From an optimization exercise on the open Yosys and OpenROAD flow, aimed at small area; shortcuts taken in it are not production practice. RTL that was checked went through simulation tests only; none was proved equivalent to the original. No functional check of the RTL was part of runs 6 and 7.

<file path="design.v">
module PCaddconstant(r, c);
    input [3:0] r;
    output [7:0] c;
    assign c = {~r, r};
endmodule
module PSsubstitutionlayer(sin, sout);
    input [319:0] sin;
    output [319:0] sout;
    wire [63:0] x0 = sin[319:256], x1 = sin[255:192], x2 = sin[191:128],
                x3 = sin[127:64], x4 = sin[63:0];
    wire [63:0] a0 = x0 ^ x4, a1 = x1, a2 = x2 ^ x1, a3 = x3, a4 = x4 ^ x3;
    wire [63:0] c0 = a0 ^ (~a1 & a2);
    wire [63:0] c1 = a1 ^ (~a2 & a3);
    wire [63:0] c2 = a2 ^ (~a3 & a4);
    wire [63:0] c3 = a3 ^ (~a4 & a0);
    wire [63:0] c4 = a4 ^ (~a0 & a1);
    assign sout = {c0 ^ c4, c1 ^ c0, ~c2, c3 ^ c2, c4};
endmodule
module PLlineardiffusion(sin, sout);
    input [319:0] sin;
    output [319:0] sout;
    wire [63:0] x0 = sin[319:256], x1 = sin[255:192], x2 = sin[191:128],
                x3 = sin[127:64], x4 = sin[63:0];
    wire [63:0] b0 = x0 ^ {x0[18:0], x0[63:19]} ^ {x0[27:0], x0[63:28]};
    wire [63:0] b1 = x1 ^ {x1[60:0], x1[63:61]} ^ {x1[38:0], x1[63:39]};
    wire [63:0] b2 = x2 ^ {x2[0:0],  x2[63:1]}  ^ {x2[5:0],  x2[63:6]};
    wire [63:0] b3 = x3 ^ {x3[9:0],  x3[63:10]} ^ {x3[16:0], x3[63:17]};
    wire [63:0] b4 = x4 ^ {x4[6:0],  x4[63:7]}  ^ {x4[40:0], x4[63:41]};
    assign sout = {b0, b1, b2, b3, b4};
endmodule
module Permutation(sin, sout);
    input [319:0] sin;
    output [319:0] sout;
    wire [319:0] d;
    PSsubstitutionlayer P2(sin, d);
    PLlineardiffusion P3(d, sout);
endmodule
module counter(clk, rst, count);
    input clk, rst;
    output reg [6:0] count;
    always @(posedge clk)
        if (rst)
            count <= 7'd1;
        else if (count != 7'd101)
            count <= count + 7'd1;
endmodule
module Ascon_Encryption(K,N,A,P,Encryption,C,T,clk,rst,count,Decryption,Tin,Hashing);
    input [127:0] K, N, Tin;
    input [255:0] A, P;
    input Encryption, Decryption, Hashing, clk, rst;
    input [6:0] count;
    output [255:0] C;
    output [127:0] T;
    localparam [63:0]  IV   = 64'h80400c0600000000;
    localparam [63:0]  PAD  = 64'h8000000000000000;
    localparam [319:0] HIV  = 320'hee9398aadb67f03d8bb21831c60f1002b48a92db98d5da6243189921b8f8e3e8348fa5c9d525e140;
    reg [319:0] s;
    reg [255:0] C1;
    reg [3:0] r;
    assign C = C1;
    assign T = s[127:0];
    wire aead = Encryption | Decryption;
    wire [6:0] c = count;
    wire ld   = c == 7'd1;
    wire sA0  = aead & (c == 7'd13);
    wire sA1  = aead & (c == 7'd19);
    wire sA2  = aead & (c == 7'd25);
    wire sA3  = aead & (c == 7'd31);
    wire sP0  = aead & (c == 7'd43) | Hashing & ld;
    wire sP1  = aead & (c == 7'd49) | Hashing & (c == 7'd13);
    wire sP2  = aead & (c == 7'd55) | Hashing & (c == 7'd25);
    wire sP3  = aead & (c == 7'd61) | Hashing & (c == 7'd37);
    wire sPad = aead & ((c == 7'd37) | (c == 7'd67)) | Hashing & (c == 7'd49);
    wire drep = Decryption & ((c == 7'd43) | (c == 7'd49) | (c == 7'd55) | (c == 7'd61));
    wire kK   = aead & ((c == 7'd13) | (c == 7'd79));
    wire kF   = aead & (c == 7'd67);
    wire kT   = aead & ((c == 7'd80) | (c == 7'd81));
    wire dsep = aead & (c == 7'd43);
    wire byp  = (c >= 7'd97) | aead & (c >= 7'd79);
    wire z    = |s[127:0];
    wire clr  = Decryption & (c == 7'd81) & z;
    wire [3:0] en;
    assign en[0] = aead & (c == 7'd43) | Hashing & (c == 7'd61) | clr;
    assign en[1] = aead & (c == 7'd49) | Hashing & (c == 7'd73) | clr;
    assign en[2] = aead & (c == 7'd55) | Hashing & (c == 7'd85) | clr;
    assign en[3] = aead & (c == 7'd61) | Hashing & (c == 7'd97) | clr;
    wire six  = aead & (c >= 7'd12) & (c < 7'd66);
    wire [63:0] din = {64{sA0}} & A[255:192] | {64{sA1}} & A[191:128] |
                      {64{sA2}} & A[127:64]  | {64{sA3}} & A[63:0] |
                      {64{sP0}} & P[255:192] | {64{sP1}} & P[191:128] |
                      {64{sP2}} & P[127:64]  | {64{sP3}} & P[63:0] |
                      {64{sPad}} & PAD;
    wire [63:0] s0 = s[319:256], s1 = s[255:192], s2 = s[191:128], s3 = s[127:64], s4 = s[63:0];
    wire [63:0] y  = (s0 & {64{~clr}}) ^ din;
    wire [63:0] u0 = ld ? ((Hashing ? HIV[319:256] : IV) ^ din) : (drep ? din : y);
    wire [63:0] u1 = ld ? (Hashing ? HIV[255:192] : K[127:64]) : s1 ^ ({64{kF}} & K[127:64]);
    wire [63:0] u2 = ld ? (Hashing ? HIV[191:128] : K[63:0])   : s2 ^ ({64{kF}} & K[63:0]);
    wire [63:0] u3 = ld ? (Hashing ? HIV[127:64]  : N[127:64]) :
                     s3 ^ ({64{kK}} & K[127:64] | {64{kT}} & Tin[127:64]);
    wire [63:0] u4 = ld ? (Hashing ? HIV[63:0]    : N[63:0]) :
                     s4 ^ ({64{kK}} & K[63:0] | {64{kT}} & Tin[63:0]) ^ {63'd0, dsep};
    wire [7:0] rc;
    PCaddconstant P1(r, rc);
    wire [319:0] u = {u0, u1, u2 ^ {56'd0, rc}, u3, u4};
    wire [319:0] v;
    Permutation P4(u, v);
    always @(posedge clk) begin
        s[319:128] <= v[319:128];
        s[127:0]   <= byp ? {u3, u4} : v[127:0];
        if (rst)
            r <= 4'd0;
        else if (r == 4'd11)
            r <= six ? 4'd6 : 4'd0;
        else
            r <= r + 4'd1;
        if (en[0]) C1[255:192] <= y;
        if (en[1]) C1[191:128] <= y;
        if (en[2]) C1[127:64]  <= y;
        if (en[3]) C1[63:0]    <= y;
    end
endmodule
module Ascon_Encryption_upper(clk,rst,Encryption,C,T,Decryption,Hashing,K,N,A,P,Tin);
    input clk, rst, Encryption, Decryption, Hashing;
    input [127:0] K, N, Tin;
    input [255:0] A, P;
    output [255:0] C;
    output [127:0] T;
    wire [6:0] count;
    counter c1(clk, rst, count);
    Ascon_Encryption A1(K, N, A, P, Encryption, C, T, clk, rst, count, Decryption, Tin, Hashing);
endmodule
</file>
<file path="run.sh">
#!/bin/bash
# synth_recipe.tcl (not shown) runs the flow's synth.tcl, then flattens the netlist and writes it again
# the make line also repeats each setting of config.mk as NAME=value (left out here)
make -C /OpenROAD-flow-scripts/flow DESIGN_CONFIG=/design/flow/config.mk WORK_HOME=/design/flow/orfs CLKGATE_MAP_FILE= SYNTH_SCRIPT=/design/flow/synth_recipe.tcl finish
</file>
<file path="config.mk">
export PLATFORM = sky130hd
export DESIGN_NAME = Ascon_Encryption_upper
export DESIGN_NICKNAME = Ascon_Encryption_upper
export VERILOG_FILES = /design/flow/design.v
export SDC_FILE = /design/flow/constraint.sdc
export NUM_CORES = 4
export LEC_CHECK = 0
export CAP_MARGIN = 20
export CORE_MARGIN = 2
export CORE_UTILIZATION = 30
export PLACE_DENSITY = 0.45
export SLEW_MARGIN = 20
</file>
<file path="constraint.sdc">
create_clock -name core_clock -period 10.0 [get_ports {clk}]
set_input_delay 2.0000 -clock core_clock [delete_from_list [all_inputs] [get_ports {clk}]]
set_output_delay 2.0000 -clock core_clock [all_outputs]
set_load 0.01 [all_outputs]
</file>
==> results_dict.tcl, run 1 <==
set metrics [dict create \
    clock_path_buffers 3 \
    cp-start-kind "input port" \
    tritoncts_clock_tree "yes" \
    ys.warnings.count 2 \
    postRouteWirelength_mm 356.8 \
    synth_ff_type "sky130_fd_sc_hd__dfxtp_1" \
    num_vias 45342 \
    run_status "finished clean" \
    portion_of_the_post_synthesis_area_used_by_sequential_elements_pct 32.57 \
    max-slew-margin-rel_pct 8.424 \
    synth-edff-count 256 \
    drt.antenna.violating_nets 0 \
    die_width_microns 386.7 \
    cell_types_with_the_largest_area_share_after_synthesis "sky130_fd_sc_hd__xnor2_1 (18%), sky130_fd_sc_hd__edfxtp_1 (17%), sky130_fd_sc_hd__dfxtp_1 (15%), sky130_fd_sc_hd__xor2_1 (7.5%), sky130_fd_sc_hd__ha_1 (3.8%)" \
    met3RoutedLength_mm 42.54 \
    netlist_top_cells_count "sky130_fd_sc_hd__xnor2_1 (890), sky130_fd_sc_hd__xor2_1 (376), sky130_fd_sc_hd__dfxtp_1 (331)" \
    first_global_vias 42227 \
    finalWorstSetupSlack_ps 2632 \
    cts.root.buffer_cell "sky130_fd_sc_hd__clkbuf_16" \
    buffer_ports.inserted 1284 \
    critical_path_start "Decryption" \
    cts_hold_buffers 0 \
    slew_violations 0 \
    worst-slew-pin-transition_ps 1361 \
    layout_min_cycle_time_ps 7368 \
    dp_worst_setup_slack_ps 2217 \
    launching_point_of_the_worst_reg2reg_path "A1.s[105]" \
    fp.dieArea_sq_um 149600 \
    place_hpwl_mm 302.4 \
    globalRouteOverflowTotal 0 \
    max_stage_delay_ps 970 \
    route.detailed.vias_per_inst 5.831 \
    post-place-cells 7544 \
    antenna_found_initial 166 \
    synth_cell_types 91 \
    cts_buffers 76 \
    worstHoldPathType "register to register" \
    dieHeight_microns 386.7 \
    clk_latency_ps 700 \
    drv_cap 0 \
    grt_setup_unrepaired "false" \
    timing.critical_path.depth 13 \
    critical-path-slowest-cell "sky130_fd_sc_hd__xor2_1" \
    mappedNetlistNets 5555 \
    cts.clk_slew.worst_paths_ps 60 \
    dr.pass1.iters 11 \
    syn2layout_area_growth_pct 40.91 \
    cts-resized-gates 0 \
    topRoutingLayerUsed "met5" \
    gp_routability_congestion 1.063 \
    ctsHtreeMaxLevel 3 \
    layout_net_count 6740 \
    postCtsSetupRepairBufs 0 \
    tns_ps 0 \
    critical-path-top-cell-by-count "sky130_fd_sc_hd__xnor2_1" \
    floorplan.io_pins 1285 \
    syn_inst 4522 \
    start_util_pct 30.19 \
    setup_skew_after_layout_ps 26.65 \
    setup.worst_path.end "A1.s[59]" \
    crit_required_ps 10620 \
    crit_path_max_fanout 37 \
    pin_count_of_the_biggest_net_entering_global_routing 120 \
    number_of_standard_cells_in_the_final_layout_excluding_fillers 7776 \
    worst-setup-path-type "input port to register" \
    end_kind "register" \
    cp_data_arrival_time_ps 7980 \
    buffers_plus_inverters_on_the_worst_setup_path 2 \
    reg_to_reg_setup_timing_slack_ps 2770 \
    max_freq_mhz 135.7 \
    wl_per_cell_microns 45.88 \
    grt_pass1_wl_mm 449.3 \
    timing_hold_violations_final 0 \
    post-route-period-util_pct 73.68 \
    detail_route.drc_violations 0 \
    routedLengthMet1_mm 133.8 \
    cts.sink_count 587 \
    number_of_rows_created_at_floorplan 140 \
    synth_area_sq_um 43950 \
    post_route_cells_drive_above_1_share_pct 7.076 \
    floorplan.core_area_sq_um 145600 \
    timing.rr.end "A1.s[244]" \
    synth_top_area_cell "sky130_fd_sc_hd__xnor2_1" \
    synth.top_cell.area_share_pct 17.74 \
    synth-seq-cells 587 \
    proportion_of_register_bits_with_asynchronous_set_or_reset_after_synthesis_pct 0 \
    setup_viol 0 \
    critical_path.top_delay_family "XOR/XNOR gates" \
    global_route.usage.total_pct 45.79 \
    met2RoutedLength_mm 155.8 \
    post-synth-top-count-cell "sky130_fd_sc_hd__xnor2_1" \
    drt_iter0_drc 6606 \
    worst_r2r_path_depth 11 \
    synth.avg_cell_area_sq_um 9.719 \
    worstPathCellList "clkdlybuf4s50_1 -> or2_4 -> nand4_1 -> nand2_4 -> buf_4 -> a22o_1 -> a211oi_1 -> xor2_1 -> xnor2_1 -> nor2_1 -> xnor2_1 -> xor3_1 -> o21ai_0" \
]
==> area by class of cell <==
class / count / area [sq um]
Clock buffer: 98 / 2086
Fill cell: 14497 / 83640
Timing Repair Buffer: 1481 / 14400
Antenna cell: 93 / 232.7
Sequential cell: 587 / 14310
Inverter: 95 / 356.6
Multi-Input combinational cell: 3466 / 27650
Tap cell: 1917 / 2399
Clock inverter: 39 / 491.7
==> through the flow <==
| stage | hold slack, ps | cell area, sq um | util, % |
|---|---|---|---|
| floorplan | 485.7 | 43950 | - |
| global placement | 508.2 | 59020 | 40.55 |
| detailed placement | 517.7 | 59090 | 40.59 |
| CTS | 522.9 | 61660 | 42.36 |
| global route | 559.0 | 61800 | 42.46 |
| finish | 528.1 | 61930 | 42.54 |
==> how the worst min path moves through the flow <==
stage          cells after the start     from  endpoint  slack, ps
5_1_grt                            2  A1.r[3]   A1.r[1]        560
2_1_floorplan                      2  A1.r[3]   A1.r[1]        490
3_5_place_dp                       2  A1.r[3]   A1.r[1]        520
3_3_place_gp                       2  A1.r[3]   A1.r[1]        510
4_1_cts                            2  A1.r[3]   A1.r[1]        520
6_report                           2  A1.r[3]   A1.r[1]        530
==> logic make-up (layout without fill, tap and decap cells) <==
family / Yosys count / in the layout / share of synthesized area, %
simple gates: 843 / 843 / 9.401
xor+xnor: 1336 / 1336 / 28.74
flops: 587 / 587 / 32.57
compound gates: 961 / 961 / 15.62
other cells: 0 / 93 / 0
fa+ha+maj: 192 / 192 / 5.125
buf+inv: 469 / 1713 / 5.438
mux: 134 / 134 / 3.106
==> per-layer routing <==
| layer | vias to the layer above | GRT usage [%] |
|---|---|---|
| met1 | 22729 | 54.78 |
| met2 | 3164 | 70.50 |
| met3 | 765 | 16.94 |
| li1 | 18610 | - |
| met5 | - | 0 |
| met4 | 74 | 26.15 |
==> layout by cell type, fill, tap and decap left out, drive strengths merged, types with 44 or more instances in the layout <==
cell type,instances
a32oi,71
xnor2,897
xor2,376
a222oi,91
xnor3,56
nand3,101
a22oi,196
maj3,60
nand2,300
buf,197
inv,103
ha,132
mux2i,127
and2,44
dfxtp,331
clkdlybuf4s50,1283
diode,93
edfxtp,256
o21ai,291
a21oi,66
nor2,171
a22o,78
clkbuf,99
==> flip-flops by register name, summed over array words and instances, names as in the netlist <==
signal	flops
A1.s	320
c1.count	7
A1.C1	256
A1.r	4
==> worst reg2reg max path: cells and delay by family, from the launching register on <==
family / cells / cell delay, ps
AO/OA/AOI/OAI: 2 / 960
XOR/XNOR: 5 / 2900
buffers and inverters: 1 / 460
flip-flops: 1 / 550
AND/OR/NAND/NOR: 3 / 2200
==> run 2, diff against run 1 <==
==> flow/run.sh (new file) <==
#!/bin/bash
set -euo pipefail
W=$(pwd)
export FLOW_WORK="$W"
export MY_ABC_SCRIPT="$W/flow/abc_area.script"
export BUFFER_PORTS_ARGS="-buffer_cell sky130_fd_sc_hd__buf_1"
bash standard.sh SYNTH_SCRIPT="$W/flow/synth.tcl" \
  "BUFFER_PORTS_ARGS=-buffer_cell sky130_fd_sc_hd__buf_1" finish > "$W/flow_standard.log" 2>&1
==> flow/abc_area.script (new file) <==
&get -n
&st
&dch
&nf -R 1000
&put
topo
==> flow/synth.tcl (new file) <==
proc abc {args} {
  set i [lsearch -exact $args -script]
  if {$i >= 0} { set args [lreplace $args $i [expr {$i+1}] -script $::env(MY_ABC_SCRIPT)] }
  yosys abc {*}$args
}
source $::env(FLOW_WORK)/synth_recipe.tcl
==> standard.sh (new file) <==
#!/bin/bash
# synth_recipe.tcl (not shown) runs the flow's synth.tcl, then flattens the netlist and writes it again
# the make line also repeats each setting of config.mk as NAME=value (left out here)
make -C /OpenROAD-flow-scripts/flow DESIGN_CONFIG=/design/flow/config.mk WORK_HOME=/design/flow/orfs CLKGATE_MAP_FILE= SYNTH_SCRIPT=/design/flow/synth_recipe.tcl "${@:-finish}"
--- a/config.mk
+++ b/config.mk
@@ -7,6 +7,6 @@
 export LEC_CHECK = 0
 export CAP_MARGIN = 20
 export CORE_MARGIN = 2
-export CORE_UTILIZATION = 30
-export PLACE_DENSITY = 0.45
+export CORE_UTILIZATION = 60
+export PLACE_DENSITY = 0.7
 export SLEW_MARGIN = 20
removed: run.sh
==> results_dict.tcl, run 2 <==
set metrics [dict create \
    run_status "did not finish" \
    halt_stage "I/O pin placement" \
    first-error "[ERROR PPL-0024] Number of IO pins (1285) exceeds maximum number of available positions (940). Increase the die perimeter from 1045.98um to 1747.60um." \
    mappedNetlistNets 5182 \
    number_of_rows_created_at_floorplan 94 \
    synth_area_sq_um 39780 \
    synth-seq-cells 587 \
    synth_top_area_cell "sky130_fd_sc_hd__edfxtp_1" \
    syn_inst 4149 \
    dieHeight_microns 261.5 \
    proportion_of_register_bits_with_asynchronous_set_or_reset_after_synthesis_pct 0 \
    netlist_top_cells_count "sky130_fd_sc_hd__xnor2_1 (858), sky130_fd_sc_hd__xor2_1 (479), sky130_fd_sc_hd__nand2_1 (431)" \
    synth.avg_cell_area_sq_um 9.588 \
    ys.warnings.count 2 \
    post-synth-top-count-cell "sky130_fd_sc_hd__xnor2_1" \
    start_util_pct 60.51 \
    synth_cell_types 45 \
    portion_of_the_post_synthesis_area_used_by_sequential_elements_pct 35.98 \
    synth.top_cell.area_share_pct 19.32 \
    synth_ff_type "sky130_fd_sc_hd__dfxtp_1" \
    die_width_microns 261.5 \
    synth-edff-count 256 \
    cell_types_with_the_largest_area_share_after_synthesis "sky130_fd_sc_hd__edfxtp_1 (19%), sky130_fd_sc_hd__xnor2_1 (19%), sky130_fd_sc_hd__dfxtp_1 (17%), sky130_fd_sc_hd__xor2_1 (11%), sky130_fd_sc_hd__ha_1 (4.2%)" \
]
run 2: changes by cell type after synthesis, moves of 95 or more:
| cell | previous run | this run |
|---|---|---|
| sky130_fd_sc_hd__a21oi_1 | 64 | 298 |
| sky130_fd_sc_hd__nor2_1 | 171 | 268 |
| sky130_fd_sc_hd__xor2_1 | 376 | 479 |
| sky130_fd_sc_hd__nand2_1 | 300 | 431 |
| sky130_fd_sc_hd__clkbuf_1 | 123 | 0 |
| sky130_fd_sc_hd__inv_1 | 95 | 0 |
run 2: cells by family after synthesis:
| kind of cell | after synthesis | synth area share (%) |
|---|---|---|
| xor+xnor | 1337 | 29.44 |
| buf+inv | 163 | 2.746 |
| flops | 587 | 35.98 |
| mux | 89 | 2.261 |
| fa+ha+maj | 155 | 4.730 |
| compound gates | 960 | 15.86 |
| simple gates | 858 | 8.986 |
==> run 3, diff against run 2 <==
==> flow/run.sh (replaced) <==
#!/bin/bash
set -euo pipefail
W=$(pwd)
export FLOW_WORK="$W"
export MY_ABC_SCRIPT="$W/flow/abc_area.script"
export BUFFER_PORTS_ARGS="-buffer_cell sky130_fd_sc_hd__buf_1"
export PLACE_PINS_ARGS="-min_distance 1 -min_distance_in_tracks"
bash standard.sh SYNTH_SCRIPT="$W/flow/synth.tcl" \
  "BUFFER_PORTS_ARGS=-buffer_cell sky130_fd_sc_hd__buf_1" \
  "PLACE_PINS_ARGS=-min_distance 1 -min_distance_in_tracks" finish > "$W/flow_standard.log" 2>&1
==> results_dict.tcl, run 3 <==
set metrics [dict create \
    synth.avg_cell_area_sq_um 9.588 \
    number_of_rows_created_at_floorplan 94 \
    proportion_of_register_bits_with_asynchronous_set_or_reset_after_synthesis_pct 0 \
    pin_count_of_the_biggest_net_entering_global_routing 129 \
    ys.warnings.count 2 \
    cell_types_with_the_largest_area_share_after_synthesis "sky130_fd_sc_hd__edfxtp_1 (19%), sky130_fd_sc_hd__xnor2_1 (19%), sky130_fd_sc_hd__dfxtp_1 (17%), sky130_fd_sc_hd__xor2_1 (11%), sky130_fd_sc_hd__ha_1 (4.2%)" \
    floorplan.io_pins 1285 \
    gp_routability_congestion 1.160 \
    globalRouteOverflowTotal 32 \
    cts.root.buffer_cell "sky130_fd_sc_hd__clkbuf_16" \
    mappedNetlistNets 5182 \
    synth_top_area_cell "sky130_fd_sc_hd__edfxtp_1" \
    cts_hold_buffers 0 \
    dieHeight_microns 261.5 \
    netlist_top_cells_count "sky130_fd_sc_hd__xnor2_1 (858), sky130_fd_sc_hd__xor2_1 (479), sky130_fd_sc_hd__nand2_1 (431)" \
    first-error "[ERROR GRT-0116] Global routing finished with congestion. Check the congestion regions in the DRC Viewer." \
    syn_inst 4149 \
    synth-edff-count 256 \
    start_util_pct 60.51 \
    grt_pass1_wl_mm 304.1 \
    clock_path_buffers 3 \
    portion_of_the_post_synthesis_area_used_by_sequential_elements_pct 35.98 \
    synth_area_sq_um 39780 \
    halt_stage "global routing" \
    synth-seq-cells 587 \
    run_status "did not finish" \
    synth_ff_type "sky130_fd_sc_hd__dfxtp_1" \
    synth_cell_types 45 \
    ctsHtreeMaxLevel 3 \
    buffer_ports.inserted 1284 \
    cts_buffers 66 \
    place_hpwl_mm 165.1 \
    synth.top_cell.area_share_pct 19.32 \
    cts.sink_count 587 \
    postCtsSetupRepairBufs 0 \
    die_width_microns 261.5 \
    global_route.usage.total_pct 63.61 \
    first_global_vias 41429 \
    cts-resized-gates 0 \
    post-synth-top-count-cell "sky130_fd_sc_hd__xnor2_1" \
]
[run 3: cell counts after synthesis]
No cell type changed its count.
[run 3: logic make-up after synthesis]
| kind of cell | share of synthesized area (%) |
|---|---|
| multiplexers | 2.261 |
| buffers and inverters | 2.746 |
| XOR/XNOR | 29.44 |
| AND/OR/NAND/NOR | 8.986 |
| adder cells (fa/ha/maj) | 4.730 |
| flip-flops | 35.98 |
| AO/OA/AOI/OAI | 15.86 |
[run 3: routing by layer]
layer  global-route usage [%]  GRT overflow
met1                    70.88             1
met2                    84.38            24
met3                    34.89             1
met4                    59.97             6
met5                    7.500             0
[run 3: worst min path at each step]
stage	start	to
after floorplan	A1.r[0]	A1.r[0]
after detailed placement	c1.count[1]	c1.count[1]
after global placement	c1.count[1]	c1.count[1]
after CTS	c1.count[1]	c1.count[1]
[run 3: metrics by stage]
stage | area [sq um] | setup slack, ps | cells | hold WS (ps)
floorplan | 39800 | 270.6 | 4149 | 461.3
global placement | 45590 | 2148 | 6251 | 526.4
detailed placement | 45600 | 2116 | 6251 | 529.8
CTS | 47870 | 2716 | 6371 | 559.2
==> run 4, diff against run 3 <==
--- a/config.mk
+++ b/config.mk
@@ -7,6 +7,6 @@
 export LEC_CHECK = 0
 export CAP_MARGIN = 20
 export CORE_MARGIN = 2
-export CORE_UTILIZATION = 60
-export PLACE_DENSITY = 0.7
+export CORE_UTILIZATION = 45
+export PLACE_DENSITY = 0.6
 export SLEW_MARGIN = 20
==> results_dict.tcl, run 4 <==
set metrics [dict create \
    top_regs "A1.s (320), A1.C1 (256), c1.count (7)" \
    final_common_cell "sky130_fd_sc_hd__buf_1" \
    buffer_ports.inserted 1284 \
    proportion_of_register_bits_with_asynchronous_set_or_reset_after_synthesis_pct 0 \
    cts-resized-gates 0 \
    syn2layout_area_growth_pct 22.24 \
    setup_viol 0 \
    pin_count_of_the_biggest_net_entering_global_routing 175 \
    worstPathCellList "buf_1 -> or2_0 -> nand3_1 -> nor2_4 -> buf_4 -> buf_4 -> a222oi_1 -> and3_1 -> xor2_1 -> o21ai_0 -> xor2_1 -> nand2_1 -> xor2_1 -> xor2_1 -> xnor2_1 -> a21oi_1" \
    tns_ps 0 \
    number_of_standard_cells_in_the_final_layout_excluding_fillers 6723 \
    clk_latency_ps 670 \
    start_util_pct 45.22 \
    synth.avg_cell_area_sq_um 9.588 \
    ctsHtreeMaxLevel 3 \
    fp.dieArea_sq_um 90800 \
    dr.pass1.iters 22 \
    cts.clk_slew.worst_paths_ps 60 \
    end_kind "register" \
    die_width_microns 301.3 \
    dp_worst_setup_slack_ps 2158 \
    run_status "finished clean" \
    post_route_cells_drive_above_1_share_pct 4.304 \
    largest_reg_flops 320 \
    max_freq_mhz 132.3 \
    cell_types_with_the_largest_area_share_after_synthesis "sky130_fd_sc_hd__edfxtp_1 (19%), sky130_fd_sc_hd__xnor2_1 (19%), sky130_fd_sc_hd__dfxtp_1 (17%), sky130_fd_sc_hd__xor2_1 (11%), sky130_fd_sc_hd__ha_1 (4.2%)" \
    drt.antenna.violating_nets 0 \
    clock_path_buffers 3 \
    synth_ff_type "sky130_fd_sc_hd__dfxtp_1" \
    first_global_vias 37151 \
    cts.sink_count 587 \
    postRouteWirelength_mm 224.3 \
    portion_of_the_post_synthesis_area_used_by_sequential_elements_pct 35.98 \
    cts_hold_buffers 0 \
    wl_per_cell_microns 33.36 \
    setup_skew_after_layout_ps 51.79 \
    floorplan.io_pins 1285 \
    post-route-period-util_pct 75.60 \
    netlist_top_cells_count "sky130_fd_sc_hd__xnor2_1 (858), sky130_fd_sc_hd__xor2_1 (479), sky130_fd_sc_hd__nand2_1 (431)" \
    detail_route.drc_violations 0 \
    place_hpwl_mm 181.0 \
    cts.root.buffer_cell "sky130_fd_sc_hd__clkbuf_16" \
    route.detailed.vias_per_inst 6.191 \
    drt_iter0_drc 6500 \
    globalRouteOverflowTotal 0 \
    synth_top_area_cell "sky130_fd_sc_hd__edfxtp_1" \
    placed_area_sq_um 46160 \
    worstHoldPathType "register to register" \
    worst-setup-path-type "input port to register" \
    synth_area_sq_um 39780 \
    cts_buffers 69 \
    drv_cap 0 \
    buffers_plus_inverters_on_the_worst_setup_path 3 \
    cp_data_arrival_time_ps 8020 \
    ys.warnings.count 2 \
    slew_violations 0 \
    cp-start-kind "input port" \
    antenna_found_initial 32 \
    max-slew-margin-rel_pct 13.40 \
    post-place-cells 6569 \
    max_flop_register "A1.s" \
    max_stage_delay_ps 990 \
    tritoncts_clock_tree "yes" \
    grt_setup_unrepaired "false" \
    grt_pass1_wl_mm 297.1 \
    mappedNetlistNets 5182 \
    synth_cell_types 45 \
    most-common-layout-cells "sky130_fd_sc_hd__buf_1 (1284), sky130_fd_sc_hd__xnor2_1 (848), sky130_fd_sc_hd__xor2_1 (478), sky130_fd_sc_hd__nand2_1 (425), sky130_fd_sc_hd__dfxtp_1 (331)" \
    critical-path-top-cell-by-count "sky130_fd_sc_hd__xor2_1" \
    synth-seq-cells 587 \
    critical_path.top_delay_family "XOR/XNOR gates" \
    synth-edff-count 256 \
    layout_net_count 6508 \
    timing_hold_violations_final 0 \
    layout_min_cycle_time_ps 7560 \
    syn_inst 4149 \
    crit_required_ps 10460 \
    num_vias 41620 \
    crit_path_max_fanout 22 \
    gp_routability_congestion 1.141 \
    worst-slew-pin-transition_ps 1290 \
    holdWs_ps 559.1 \
    finalWorstSetupSlack_ps 2440 \
    global_route.usage.total_pct 47.06 \
    dieHeight_microns 301.3 \
    synth.top_cell.area_share_pct 19.32 \
    floorplan.core_area_sq_um 87970 \
    final_design_area_no_fill_sq_um 48630 \
    number_of_rows_created_at_floorplan 109 \
    critical-path-slowest-cell "sky130_fd_sc_hd__o21ai_0" \
    post-synth-top-count-cell "sky130_fd_sc_hd__xnor2_1" \
    postCtsSetupRepairBufs 0 \
]
[run 4: final cells by class]
type                       count  area, sq um
antenna                       28        70.07
clock buffer                  99         1962
clock inverter                27        405.4
fill                        8461        39340
inverter                      35        131.4
multi-input combinational   3399        24650
sequential                   587        14310
tap                         1165         1458
timing repair buffer        1383         5642
[run 4: kinds of logic after synthesis]
family,count (synthesis),synth area share (%)
muxes,89,2.261
DFF,587,35.98
and+or+nand+nor,858,8.986
buffers and inverters,163,2.746
AOI/OAI and AO/OA,960,15.86
xor gates and xnor gates,1337,29.44
adders and majority gates,155,4.730
[run 4: per-layer routing]
metal	vias up	global-route usage, %	routed length (microns)
li1	17532	-	-
met1	19938	58.65	83050
met2	3294	69.75	94950
met3	846	11.02	24750
met4	10	37.42	21470
met5	-	0.3175	73
[run 4: worst min-delay path: cells and delay by family, from the launching register on]
| family | cells | cell delay (ps) |
|---|---|---|
| AO/OA/AOI/OAI | 1 | 70 |
| buffers and inverters | 1 | 100 |
| flip-flops | 1 | 340 |
[run 4: worst paths after layout]
check | slack (ps) | from | depth (start not counted) | endpoint
worst min-delay path | 560 | c1.count[1] | 2 | c1.count[1]
worst max-delay path | 2440 | Decryption | 16 | A1.s[31]
worst max register to register | 2630 | A1.s[17] | 15 | A1.s[31]
worst min register to register | 560 | c1.count[1] | 2 | c1.count[1]
[run 4: through the flow]
| step | util, % |
|---|---|
| 2_1_floorplan | - |
| 3_5_place_dp | 52.48 |
| 6_report | 55.28 |
| 4_1_cts | 55.17 |
| 3_3_place_gp | 52.40 |
| 5_1_grt | 55.27 |
==> run 5, diff against run 4 <==
--- a/config.mk
+++ b/config.mk
@@ -8,5 +8,6 @@
 export CAP_MARGIN = 20
 export CORE_MARGIN = 2
 export CORE_UTILIZATION = 45
+export CTS_BUF_LIST = sky130_fd_sc_hd__clkbuf_4 sky130_fd_sc_hd__clkbuf_8
 export PLACE_DENSITY = 0.6
 export SLEW_MARGIN = 20
==> results_dict.tcl, run 5 <==
set metrics [dict create \
    run_status "finished clean" \
    max-slew-margin-rel_pct 10.64 \
    post_route_cells_drive_above_1_share_pct 5.492 \
    cts.clk_slew.worst_paths_ps 70 \
    drt.antenna.violating_nets 0 \
    tritoncts_clock_tree "yes" \
    worst-setup-path-type "register to register" \
    num_vias 41824 \
    max_flop_register "A1.s" \
    route.detailed.vias_per_inst 6.162 \
    ys.warnings.count 2 \
    setup_viol 0 \
    drv_cap 0 \
    buffer_ports.inserted 1284 \
    synth_cell_types 45 \
    slew_violations 0 \
    crit_required_ps 10630 \
    worstPathCellList "nor4_1 -> nand4_1 -> nor4_1 -> nand2_1 -> nand3_2 -> buf_4 -> nand2_1 -> xor2_1 -> o21ai_0 -> xor2_1 -> nand2_1 -> xor2_1 -> xor2_1 -> xor2_1 -> xnor2_1" \
    crit_path_max_fanout 26 \
    drt_iter0_drc 6482 \
    critical-path-slowest-cell "sky130_fd_sc_hd__xor2_1" \
    synth_area_sq_um 39780 \
    placed_area_sq_um 46160 \
    floorplan.io_pins 1285 \
    register_area_sq_um 14310 \
    globalRouteOverflowTotal 0 \
    largest_reg_flops 320 \
    postCtsSetupRepairBufs 0 \
    tns_ps 0 \
    cp-start-kind "register" \
    cts-resized-gates 0 \
    fp.dieArea_sq_um 90800 \
    fill_cells 8515 \
    synth-seq-cells 587 \
    cell_types_with_the_largest_area_share_after_synthesis "sky130_fd_sc_hd__edfxtp_1 (19%), sky130_fd_sc_hd__xnor2_1 (19%), sky130_fd_sc_hd__dfxtp_1 (17%), sky130_fd_sc_hd__xor2_1 (11%), sky130_fd_sc_hd__ha_1 (4.2%)" \
    end_kind "register" \
    worstHoldPathType "register to register" \
    grt_setup_unrepaired "false" \
    timing_hold_violations_final 0 \
    cts_buffers 102 \
    number_of_rows_created_at_floorplan 109 \
    dieHeight_microns 301.3 \
    max_freq_mhz 133.6 \
    dr.pass1.iters 17 \
    place_hpwl_mm 181.0 \
    netlist_top_cells_count "sky130_fd_sc_hd__xnor2_1 (858), sky130_fd_sc_hd__xor2_1 (479), sky130_fd_sc_hd__nand2_1 (431)" \
    antenna_found_initial 36 \
    mappedNetlistNets 5182 \
    worst-slew-pin-transition_ps 1326 \
    proportion_of_register_bits_with_asynchronous_set_or_reset_after_synthesis_pct 0 \
    start_util_pct 45.22 \
    final_common_cell "sky130_fd_sc_hd__buf_1" \
    reg_to_reg_setup_timing_slack_ps 2520 \
    grt_pass1_wl_mm 297.0 \
    ctsHtreeMaxLevel 3 \
    clk_latency_ps 780 \
    synth_ff_type "sky130_fd_sc_hd__dfxtp_1" \
    global_route.usage.total_pct 47.12 \
    setup_skew_after_layout_ps 50.76 \
    layout_net_count 6541 \
    max_stage_delay_ps 940 \
    syn_inst 4149 \
    die_width_microns 301.3 \
    final_design_area_no_fill_sq_um 48550 \
    floorplan.core_area_sq_um 87970 \
    multiInputGateArea_sq_um 24630 \
    gp_routability_congestion 1.141 \
    synth_top_area_cell "sky130_fd_sc_hd__edfxtp_1" \
    synth.top_cell.area_share_pct 19.32 \
    wl_per_cell_microns 33.19 \
    dp_worst_setup_slack_ps 2158 \
    finalWorstSetupSlack_ps 2517 \
    portion_of_the_post_synthesis_area_used_by_sequential_elements_pct 35.98 \
    detail_route.drc_violations 0 \
    post-synth-top-count-cell "sky130_fd_sc_hd__xnor2_1" \
    most-common-layout-cells "sky130_fd_sc_hd__buf_1 (1284), sky130_fd_sc_hd__xnor2_1 (850), sky130_fd_sc_hd__xor2_1 (478), sky130_fd_sc_hd__nand2_1 (425), sky130_fd_sc_hd__dfxtp_1 (331)" \
    synth-edff-count 256 \
    post-route-period-util_pct 74.83 \
    clock_path_buffers 3 \
    cts.root.buffer_cell "sky130_fd_sc_hd__clkbuf_8" \
    cts.sink_count 587 \
    syn2layout_area_growth_pct 22.03 \
    top_regs "A1.s (320), A1.C1 (256), c1.count (7)" \
    cts_hold_buffers 0 \
    critical-path-top-cell-by-count "sky130_fd_sc_hd__xor2_1" \
    cp_data_arrival_time_ps 8110 \
    postRouteWirelength_mm 225.3 \
    layout_min_cycle_time_ps 7483 \
    pin_count_of_the_biggest_net_entering_global_routing 175 \
    synth.avg_cell_area_sq_um 9.588 \
    first_global_vias 37336 \
]
==> run 5: cell count changes in the layout (fill, tap and decap cells not counted), sizes merged <==
cell,previous run,this run
diode,28,32
bufinv,5,8
clkinvlp,1,0
clkinv,54,61
clkbuf,99,148
inv,2,4
==> run 5: final timing paths <==
| check | startpoint | endpoint | depth (start not counted) |
|---|---|---|---|
| setup / recovery | A1.s[17] | A1.s[288] | 15 |
| hold / removal | c1.count[1] | c1.count[1] | 2 |
| setup reg to reg | A1.s[17] | A1.s[288] | 15 |
| hold reg to reg | c1.count[1] | c1.count[1] | 2 |
==> run 5: metal layers <==
| metal | GRT usage, % | vias up | wire length (microns) |
|---|---|---|---|
| met2 | 70.19 | 3368 | 96090 |
| met3 | 11.47 | 814 | 25800 |
| met4 | 36.71 | 14 | 20550 |
| li1 | - | 17617 | - |
| met5 | 0 | - | 116 |
| met1 | 58.47 | 20011 | 82730 |
==> run 5: logic make-up (layout without fill, tap and decap cells) <==
group,after synthesis,in the layout,synth area share (%)
buffers and inverters,163,1604,2.746
xor gates and xnor gates,1337,1337,29.44
DFF,587,587,35.98
muxes,89,89,2.261
adders and majority gates,155,155,4.730
and+or+nand+nor,858,858,8.986
AOI/OAI and AO/OA,960,960,15.86
other,0,32,0
==> run 5: critical path, delay by kind of cell (launching register included) <==
family,cells,cell delay (ps)
AOI/OAI and AO/OA,1,450
xor gates and xnor gates,6,2920
buffers and inverters,1,390
DFF,1,410
and+or+nand+nor,7,3140
==> run 5: through the flow <==
step / utilization, % / cells / hold slack [ps]
floorplan: - / 4149 / 461.3
global route: 55.18 / 6782 / 581.8
finish: 55.19 / 6787 / 557.3
global placement: 52.40 / 6567 / 531.6
detailed placement: 52.48 / 6569 / 533.9
CTS: 55.08 / 6755 / 544.8
==> run 5: layout make-up <==
class                   count  area share [%]
diodes                     32          0.1649
clock buffers             148           3.848
clock inverters            38          0.8711
inverters                  35          0.2706
multi-input cells        3399           50.74
flip-flops and latches    587           29.48
well taps                1165           3.003
repair buffers           1383           11.62
==> run 6, diff against run 5 <==
==> design.v (replaced) <==
module PCaddconstant(r, c);
    input [3:0] r;
    output [7:0] c;
    assign c = {~r, r};
endmodule
module PSsubstitutionlayer(sin, sout);
    input [319:0] sin;
    output [319:0] sout;
    wire [63:0] x0 = sin[319:256], x1 = sin[255:192], x2 = sin[191:128],
                x3 = sin[127:64], x4 = sin[63:0];
    wire [63:0] a0 = x0 ^ x4, a1 = x1, a2 = x2 ^ x1, a3 = x3, a4 = x4 ^ x3;
    wire [63:0] c0 = a0 ^ (~a1 & a2);
    wire [63:0] c1 = a1 ^ (~a2 & a3);
    wire [63:0] c2 = a2 ^ (~a3 & a4);
    wire [63:0] c3 = a3 ^ (~a4 & a0);
    wire [63:0] c4 = a4 ^ (~a0 & a1);
    assign sout = {c0 ^ c4, c1 ^ c0, ~c2, c3 ^ c2, c4};
endmodule
module PLlineardiffusion(sin, sout);
    input [319:0] sin;
    output [319:0] sout;
    wire [63:0] x0 = sin[319:256], x1 = sin[255:192], x2 = sin[191:128],
                x3 = sin[127:64], x4 = sin[63:0];
    wire [63:0] b0 = x0 ^ {x0[18:0], x0[63:19]} ^ {x0[27:0], x0[63:28]};
    wire [63:0] b1 = x1 ^ {x1[60:0], x1[63:61]} ^ {x1[38:0], x1[63:39]};
    wire [63:0] b2 = x2 ^ {x2[0:0],  x2[63:1]}  ^ {x2[5:0],  x2[63:6]};
    wire [63:0] b3 = x3 ^ {x3[9:0],  x3[63:10]} ^ {x3[16:0], x3[63:17]};
    wire [63:0] b4 = x4 ^ {x4[6:0],  x4[63:7]}  ^ {x4[40:0], x4[63:41]};
    assign sout = {b0, b1, b2, b3, b4};
endmodule
module Permutation(sin, sout);
    input [319:0] sin;
    output [319:0] sout;
    wire [319:0] d;
    PSsubstitutionlayer P2(sin, d);
    PLlineardiffusion P3(d, sout);
endmodule
module counter(clk, rst, count);
    input clk, rst;
    output reg [6:0] count;
    always @(posedge clk)
        if (rst)
            count <= 7'd1;
        else if (count != 7'd101)
            count <= count + 7'd1;
endmodule
module Ascon_Encryption(count, Encryption, Decryption, Hashing, z,
                        ld, sA, sP, sPad, drep, kK, kF, kT, dsep, byp, clr, en, six);
    input [6:0] count;
    input Encryption, Decryption, Hashing, z;
    output ld, sPad, drep, kK, kF, kT, dsep, byp, clr, six;
    output [3:0] sA, sP, en;
    wire aead = Encryption | Decryption;
    wire [6:0] c = count;
    assign ld    = c == 7'd1;
    assign sA[0] = aead & (c == 7'd13);
    assign sA[1] = aead & (c == 7'd19);
    assign sA[2] = aead & (c == 7'd25);
    assign sA[3] = aead & (c == 7'd31);
    assign sP[0] = aead & (c == 7'd43) | Hashing & ld;
    assign sP[1] = aead & (c == 7'd49) | Hashing & (c == 7'd13);
    assign sP[2] = aead & (c == 7'd55) | Hashing & (c == 7'd25);
    assign sP[3] = aead & (c == 7'd61) | Hashing & (c == 7'd37);
    assign sPad  = aead & ((c == 7'd37) | (c == 7'd67)) | Hashing & (c == 7'd49);
    assign drep  = Decryption & ((c == 7'd43) | (c == 7'd49) | (c == 7'd55) | (c == 7'd61));
    assign kK    = aead & ((c == 7'd13) | (c == 7'd79));
    assign kF    = aead & (c == 7'd67);
    assign kT    = aead & ((c == 7'd80) | (c == 7'd81));
    assign dsep  = aead & (c == 7'd43);
    assign byp   = (c >= 7'd97) | aead & (c >= 7'd79);
    assign clr   = Decryption & (c == 7'd81) & z;
    assign en[0] = aead & (c == 7'd43) | Hashing & (c == 7'd61) | clr;
    assign en[1] = aead & (c == 7'd49) | Hashing & (c == 7'd73) | clr;
    assign en[2] = aead & (c == 7'd55) | Hashing & (c == 7'd85) | clr;
    assign en[3] = aead & (c == 7'd61) | Hashing & (c == 7'd97) | clr;
    assign six   = aead & (c >= 7'd12) & (c < 7'd66);
endmodule
module Ascon_Encryption_upper(clk,rst,Encryption,C,T,Decryption,Hashing,K,N,A,P,Tin);
    input clk, rst, Encryption, Decryption, Hashing;
    input [127:0] K, N, Tin;
    input [255:0] A, P;
    output reg [255:0] C;
    output reg [127:0] T;
    localparam [63:0]  IV  = 64'h80400c0600000000;
    localparam [63:0]  PAD = 64'h8000000000000000;
    localparam [319:0] HIV = 320'hee9398aadb67f03d8bb21831c60f1002b48a92db98d5da6243189921b8f8e3e8348fa5c9d525e140;
    wire [6:0] count;
    counter c1(clk, rst, count);
    reg [191:0] sh;
    reg [3:0] r;
    wire z = |T;
    wire ld, sPad, drep, kK, kF, kT, dsep, byp, clr, six;
    wire [3:0] sA, sP, en;
    Ascon_Encryption A1(count, Encryption, Decryption, Hashing, z,
                        ld, sA, sP, sPad, drep, kK, kF, kT, dsep, byp, clr, en, six);
    wire [63:0] din = {64{sA[0]}} & A[255:192] | {64{sA[1]}} & A[191:128] |
                      {64{sA[2]}} & A[127:64]  | {64{sA[3]}} & A[63:0] |
                      {64{sP[0]}} & P[255:192] | {64{sP[1]}} & P[191:128] |
                      {64{sP[2]}} & P[127:64]  | {64{sP[3]}} & P[63:0] |
                      {64{sPad}} & PAD;
    wire [63:0] s0 = sh[191:128], s1 = sh[127:64], s2 = sh[63:0];
    wire [63:0] y  = (s0 & {64{~clr}}) ^ din;
    wire [63:0] u0 = ld ? ((Hashing ? HIV[319:256] : IV) ^ din) : (drep ? din : y);
    wire [63:0] u1 = ld ? (Hashing ? HIV[255:192] : K[127:64]) : s1 ^ ({64{kF}} & K[127:64]);
    wire [63:0] u2 = ld ? (Hashing ? HIV[191:128] : K[63:0])   : s2 ^ ({64{kF}} & K[63:0]);
    wire [63:0] u3 = ld ? (Hashing ? HIV[127:64]  : N[127:64]) :
                     T[127:64] ^ ({64{kK}} & K[127:64] | {64{kT}} & Tin[127:64]);
    wire [63:0] u4 = ld ? (Hashing ? HIV[63:0]    : N[63:0]) :
                     T[63:0] ^ ({64{kK}} & K[63:0] | {64{kT}} & Tin[63:0]) ^ {63'd0, dsep};
    wire [7:0] rc;
    PCaddconstant P1(r, rc);
    wire [319:0] v;
    Permutation P4({u0, u1, u2 ^ {56'd0, rc}, u3, u4}, v);
    always @(posedge clk) begin
        sh <= v[319:128];
        T  <= byp ? {u3, u4} : v[127:0];
        if (rst)
            r <= 4'd0;
        else if (r == 4'd11)
            r <= six ? 4'd6 : 4'd0;
        else
            r <= r + 4'd1;
        if (en[0]) C[255:192] <= y;
        if (en[1]) C[191:128] <= y;
        if (en[2]) C[127:64]  <= y;
        if (en[3]) C[63:0]    <= y;
    end
endmodule
--- a/config.mk
+++ b/config.mk
@@ -8,6 +8,8 @@
 export CAP_MARGIN = 20
 export CORE_MARGIN = 2
 export CORE_UTILIZATION = 45
-export CTS_BUF_LIST = sky130_fd_sc_hd__clkbuf_4 sky130_fd_sc_hd__clkbuf_8
+export CTS_BUF_LIST = sky130_fd_sc_hd__clkbuf_8 sky130_fd_sc_hd__clkbuf_16
+export CTS_CLUSTER_DIAMETER = 60
+export CTS_CLUSTER_SIZE = 20
 export PLACE_DENSITY = 0.6
 export SLEW_MARGIN = 20
==> results_dict.tcl, run 6 <==
set metrics [dict create \
    number_of_rows_created_at_floorplan 107 \
    fp.dieArea_sq_um 89050 \
    cts-resized-gates 0 \
    crit_path_max_fanout 51 \
    max_flop_register "C" \
    layout_net_count 6485 \
    ctsHtreeMaxLevel 2 \
    drv_cap 0 \
    cts_buffers 58 \
    worst-slew-pin-transition_ps 1326 \
    end_kind "register" \
    floorplan.core_area_sq_um 85550 \
    global_route.usage.total_pct 47.16 \
    ys.warnings.count 2 \
    placed_area_sq_um 46300 \
    first_global_vias 37679 \
    mappedNetlistNets 5047 \
    cts.sink_count 587 \
    max-slew-margin-rel_pct 10.66 \
    start_util_pct 45.59 \
    floorplan.io_pins 1285 \
    synth_ff_type "sky130_fd_sc_hd__dfxtp_1" \
    synth-seq-cells 587 \
    drt_iter0_drc 6461 \
    synth.avg_cell_area_sq_um 9.717 \
    antenna_found_initial 42 \
    slew_violations 0 \
    route.detailed.vias_per_inst 6.209 \
    hold_path_depth 1 \
    tns_ps 0 \
    min_to "r[0]" \
    globalRouteOverflowTotal 0 \
    top_regs "C (256), sh (192), T (128)" \
    dieHeight_microns 298.4 \
    postCtsSetupRepairBufs 0 \
    utilization_pct 56.72 \
    cts_hold_buffers 0 \
    detail_route.drc_violations 0 \
    layout_min_cycle_time_ps 7935 \
    syn_inst 4014 \
    pin_count_of_the_biggest_net_entering_global_routing 99 \
    tritoncts_clock_tree "yes" \
    hp-start "r[0]" \
    synth-edff-count 256 \
    setup_viol 0 \
    synth_top_area_cell "sky130_fd_sc_hd__edfxtp_1" \
    worst-setup-path-type "register to register" \
    num_vias 41558 \
    wl_per_cell_microns 33.11 \
    setup_skew_after_layout_ps 33.06 \
    worst_r2r_path_depth 17 \
    postRouteWirelength_mm 221.6 \
    post-synth-top-count-cell "sky130_fd_sc_hd__xnor2_1" \
    grt_pass1_wl_mm 296.3 \
    dr.pass1.iters 12 \
    buffer_ports.inserted 1284 \
    cp_data_arrival_time_ps 8480 \
    drt.antenna.violating_nets 0 \
    worstHoldPathType "register to register" \
    synth.top_cell.area_share_pct 19.71 \
    grt_setup_unrepaired "false" \
    synth_area_sq_um 39000 \
    largest_reg_flops 256 \
    die_width_microns 298.4 \
    clk_latency_ps 680 \
    netlist_top_cells_count "sky130_fd_sc_hd__xnor2_1 (876), sky130_fd_sc_hd__xor2_1 (450), sky130_fd_sc_hd__nand2_1 (410)" \
    most-common-layout-cells "sky130_fd_sc_hd__buf_1 (1284), sky130_fd_sc_hd__xnor2_1 (870), sky130_fd_sc_hd__xor2_1 (449), sky130_fd_sc_hd__nand2_1 (405), sky130_fd_sc_hd__a21oi_1 (332)" \
    clock_path_buffers 3 \
    launching_point_of_the_worst_reg2reg_path "T[34]" \
    synth_cell_types 46 \
    place_hpwl_mm 178.8 \
    timing.rr.end "sh[169]" \
    cp-start-kind "register" \
    cts.clk_slew.worst_paths_ps 80 \
    syn2layout_area_growth_pct 24.41 \
    post-route-period-util_pct 79.35 \
    post_route_cells_drive_above_1_share_pct 4.109 \
    timing_hold_violations_final 0 \
    proportion_of_register_bits_with_asynchronous_set_or_reset_after_synthesis_pct 0 \
    cts.root.buffer_cell "sky130_fd_sc_hd__clkbuf_16" \
    final_design_area_no_fill_sq_um 48530 \
    crit_required_ps 10550 \
    reg_to_reg_setup_timing_slack_ps 2070 \
    cell_types_with_the_largest_area_share_after_synthesis "sky130_fd_sc_hd__edfxtp_1 (20%), sky130_fd_sc_hd__xnor2_1 (20%), sky130_fd_sc_hd__dfxtp_1 (17%), sky130_fd_sc_hd__xor2_1 (10%), sky130_fd_sc_hd__a21oi_1 (4.3%)" \
    run_status "finished clean" \
    final_common_cell "sky130_fd_sc_hd__buf_1" \
    max_freq_mhz 126.0 \
    gp_routability_congestion 1.114 \
    portion_of_the_post_synthesis_area_used_by_sequential_elements_pct 36.70 \
]
run 6: worst max-delay path by stage:
stage / slack (ps) / to / cells after the start / from
3_3_place_gp: 1830 / sh[163] / 17 / Hashing
5_1_grt: 2330 / sh[186] / 17 / Hashing
6_report: 2070 / sh[169] / 17 / T[34]
3_5_place_dp: 1990 / sh[186] / 17 / Hashing
2_1_floorplan: -140 / C[100] / 2 / Hashing
4_1_cts: 2420 / sh[131] / 17 / T[34]
run 6: per-layer routing:
layer  vias to the layer above  part of all wire, %  GRT usage, %
met4                         6                  9.3         37.22
met1                     19764                   37         58.46
met5                         -                0.015             0
met2                      3381                   43         71.64
met3                       774                   11         9.633
li1                      17633                    -             -
run 6: per-stage QoR:
step	cells	hold WS (ps)	setup WS, ps
after floorplan	4014	462.3	-142.5
after global placement	6535	507.8	1826
after detailed placement	6535	511.5	1985
after CTS	6643	530.2	2419
after global routing	6679	556.5	2329
final	6693	540.6	2065
run 6: cells by family after synthesis:
| family | Yosys count | share of synthesized area (%) |
|---|---|---|
| adder cells (fa/ha/maj) | 178 | 5.415 |
| AO/OA/AOI/OAI | 996 | 17.15 |
| buffers and inverters | 36 | 0.3465 |
| AND/OR/NAND/NOR | 828 | 9.001 |
| multiplexers | 63 | 1.617 |
| flip-flops | 587 | 36.70 |
| XOR/XNOR | 1326 | 29.78 |
run 6: final cells by class:
cell class	instances	area (sq um)
antenna	49	122.6
inverter	36	161.4
fill	8044	37020
multi-input combinational	3391	24800
clock inverter	45	561.8
timing repair buffer	1378	5600
clock buffer	63	1531
sequential	587	14310
tap	1144	1431
run 6: critical path, stage by stage, from the launching register on:
cell and delay (ps):
sky130_fd_sc_hd__dfxtp_1 410, sky130_fd_sc_hd__nor4_1 760, sky130_fd_sc_hd__nand4_1 430, sky130_fd_sc_hd__nor4_1 1050, sky130_fd_sc_hd__nand2_1 270, sky130_fd_sc_hd__nand3_2 490, sky130_fd_sc_hd__buf_4 560, sky130_fd_sc_hd__nand2_1 250
sky130_fd_sc_hd__xor2_1 370, sky130_fd_sc_hd__nor2_1 70, sky130_fd_sc_hd__a21oi_1 660, sky130_fd_sc_hd__nand2_1 170, sky130_fd_sc_hd__nand2b_1 150, sky130_fd_sc_hd__nor2_1 60, sky130_fd_sc_hd__xnor2_1 990, sky130_fd_sc_hd__xnor2_1 520
sky130_fd_sc_hd__xnor2_1 270, sky130_fd_sc_hd__xnor2_1 290
==> run 7, diff against run 6 <==
--- a/config.mk
+++ b/config.mk
@@ -9,7 +9,7 @@
 export CORE_MARGIN = 2
 export CORE_UTILIZATION = 45
 export CTS_BUF_LIST = sky130_fd_sc_hd__clkbuf_8 sky130_fd_sc_hd__clkbuf_16
-export CTS_CLUSTER_DIAMETER = 60
-export CTS_CLUSTER_SIZE = 20
+export CTS_CLUSTER_DIAMETER = 45
+export CTS_CLUSTER_SIZE = 28
 export PLACE_DENSITY = 0.6
 export SLEW_MARGIN = 20
==> results_dict.tcl, run 7 <==
set metrics [dict create \
    finalWorstSetupSlack_ps 2050 \
    timing_hold_violations_final 0 \
    post-place-cells 6535 \
    floorplan.io_pins 1285 \
    globalRouteOverflowTotal 0 \
    largest_family_of_logic_cells_by_synthesized_area "XOR/XNOR gates" \
    buffer_ports.inserted 1284 \
    setup_viol 0 \
    critical-path-top-cell-by-count "sky130_fd_sc_hd__xnor2_1" \
    drv_cap 0 \
    buffers_plus_inverters_on_the_worst_setup_path 1 \
    worst-setup-path-type "register to register" \
    cts-resized-gates 0 \
    syn_inst 4014 \
    synth_compound_area_share_pct 17.15 \
    end_kind "register" \
    portion_of_the_post_synthesis_area_used_by_sequential_elements_pct 36.70 \
    postRouteWirelength_mm 222.2 \
    yosys.area_share.simple_pct 9.001 \
    layout_net_count 6517 \
    tritoncts_clock_tree "yes" \
    critical-path-slowest-cell "sky130_fd_sc_hd__nor4_1" \
    worstHoldPathType "register to register" \
    top_regs "C (256), sh (192), T (128)" \
    post_synth_mux_area_share_pct 1.617 \
    max_stage_delay_ps 1160 \
    run_status "finished clean" \
    largest_reg_flops 256 \
    cell_types_with_the_largest_area_share_after_synthesis "sky130_fd_sc_hd__edfxtp_1 (20%), sky130_fd_sc_hd__xnor2_1 (20%), sky130_fd_sc_hd__dfxtp_1 (17%), sky130_fd_sc_hd__xor2_1 (10%), sky130_fd_sc_hd__a21oi_1 (4.3%)" \
    synth_area_sq_um 39000 \
    place_hpwl_mm 178.8 \
    drt.antenna.violating_nets 0 \
    first_global_vias 38290 \
    synth-edff-count 256 \
    number_of_standard_cells_in_the_final_layout_excluding_fillers 6746 \
    drt_iter0_drc 6409 \
    synth_ff_type "sky130_fd_sc_hd__dfxtp_1" \
    postCtsSetupRepairBufs 0 \
    max_freq_mhz 125.8 \
    synth_cell_types 46 \
    synth.avg_cell_area_sq_um 9.717 \
    grt_pass1_wl_mm 298.3 \
    cts.root.buffer_cell "sky130_fd_sc_hd__clkbuf_16" \
    final_common_cell "sky130_fd_sc_hd__buf_1" \
    mappedNetlistNets 5047 \
    fp.dieArea_sq_um 89050 \
    worst-slew-pin-transition_ps 1272 \
    post_route_cells_drive_above_1_share_pct 5.269 \
    post-route-period-util_pct 79.50 \
    layout_min_cycle_time_ps 7950 \
    most-common-layout-cells "sky130_fd_sc_hd__buf_1 (1284), sky130_fd_sc_hd__xnor2_1 (870), sky130_fd_sc_hd__xor2_1 (448), sky130_fd_sc_hd__nand2_1 (405), sky130_fd_sc_hd__a21oi_1 (332)" \
    worstPathCellList "nor4_1 -> nand4_1 -> nor4_1 -> nand2_1 -> nand3_2 -> buf_4 -> nand2_1 -> xor2_1 -> nor2_1 -> a21oi_1 -> nand2_1 -> nand2b_1 -> nor2_1 -> xnor2_1 -> xnor2_1 -> xnor2_1 -> xnor2_1" \
    number_of_rows_created_at_floorplan 107 \
    critical_path.top_delay_family "simple AND/OR/NAND/NOR gates" \
    start_util_pct 45.59 \
    yosys.area_share.adder_pct 5.415 \
    die_width_microns 298.4 \
    grt_setup_unrepaired "false" \
    clock_path_buffers 3 \
    cp_data_arrival_time_ps 8490 \
    netlist_top_cells_count "sky130_fd_sc_hd__xnor2_1 (876), sky130_fd_sc_hd__xor2_1 (450), sky130_fd_sc_hd__nand2_1 (410)" \
    cts.clk_slew.worst_paths_ps 60 \
    syn2layout_area_growth_pct 27.40 \
    yosys.area_share.xor_xnor_pct 29.78 \
    dp_worst_setup_slack_ps 1985 \
    clk_latency_ps 660 \
    ys.warnings.count 2 \
    route.detailed.vias_per_inst 6.185 \
    max_flop_register "C" \
    cts_buffers 91 \
    synth.top_cell.area_share_pct 19.71 \
    crit_required_ps 10540 \
    synth-seq-cells 587 \
    post-synth-top-count-cell "sky130_fd_sc_hd__xnor2_1" \
    pin_count_of_the_biggest_net_entering_global_routing 99 \
    detail_route.drc_violations 0 \
    ctsHtreeMaxLevel 3 \
    num_vias 41722 \
    placed_area_sq_um 46300 \
    max-slew-margin-rel_pct 14.39 \
    antenna_found_initial 37 \
    utilization_pct 58.09 \
    slew_violations 0 \
    cts.sink_count 587 \
    synth_top_area_cell "sky130_fd_sc_hd__edfxtp_1" \
    setup_skew_after_layout_ps 31.16 \
    floorplan.core_area_sq_um 85550 \
    dr.pass1.iters 12 \
    global_route.usage.total_pct 47.44 \
    crit_path_max_fanout 51 \
    cp-start-kind "register" \
    final_design_area_no_fill_sq_um 49690 \
    cts_hold_buffers 0 \
    dieHeight_microns 298.4 \
    wl_per_cell_microns 32.94 \
    proportion_of_register_bits_with_asynchronous_set_or_reset_after_synthesis_pct 0 \
    gp_routability_congestion 1.114 \
]
## run 7: cell counts after synthesis
No cell type changed its count.
## run 7: stage by stage
stage / hold slack [ps] / setup TNS [ps]
3_3_place_gp: 507.8 / 0
6_report: 535.4 / 0
4_1_cts: 526.7 / 0
5_1_grt: 550.4 / 0
2_1_floorplan: 462.3 / -9119
3_5_place_dp: 511.5 / 0
## run 7: final timing paths
check             startpoint  depth (start not counted)       to  slack (ps)
setup / recovery       T[34]                         17  sh[169]        2050
hold / removal          r[0]                          1     r[0]         540
setup reg to reg       T[34]                         17  sh[169]        2050
hold reg to reg         r[0]                          1     r[0]         540
## run 7: cells by family after synthesis
group,count (synthesis)
xor+xnor,1326
mux,63
fa+ha+maj,178
compound gates,996
flops,587
simple gates,828
buf+inv,36
## run 7: layer usage
layer	vias to the layer above	global-route usage (%)	part of all wire, %
met5	-	0.05291	0.035
met4	12	38.51	9.6
met3	809	10.43	11
met2	3283	71.88	43
met1	19896	58.07	37
li1	17722	-	-
## run 7: final cells by class
class | instances | area [sq um]
Fill cell | 7935 | 35860
Multi-Input combinational cell | 3391 | 24810
Sequential cell | 587 | 14310
Timing Repair Buffer | 1377 | 5593
Clock buffer | 95 | 2355
Tap cell | 1144 | 1431
Clock inverter | 75 | 924.6
Inverter | 36 | 161.4
Antenna cell | 41 | 102.6

## afterwards: timing with drivers on the ports
Ports are ideal in the flow. The routed layouts listed here were re-timed in OpenROAD.
Step 1 assumes that a clkbuf_16 drives the clock port and a buf_2 every other input.
Step 2 moves the port delays by t, midway between the first and last clock arrival at a register: inputs arrive t later, outputs are due t later. That takes back most of the time a late clock gives input paths.
Slacks: ideal / step 1 / step 2; pairs: ideal / step 1.
run	t (ns)	setup slack, ns	worst slew at a driven data input, ns
run 1	0.774	2.632 / 2.625 / 1.851	0.43
run 4	0.716	2.440 / 2.483 / 1.767	0.18
run 5	0.835	2.517 / 2.517 / 1.812	0.20
run 6	0.736	2.065 / 2.065 / 1.733	0.22
run 7	0.724	2.050 / 2.050 / 1.750	0.22
After both steps every run listed still meets setup and hold. For run 1, which loses most, drivers alone change the setup slack by -0.007 ns; drivers and shift together by -0.781 ns.
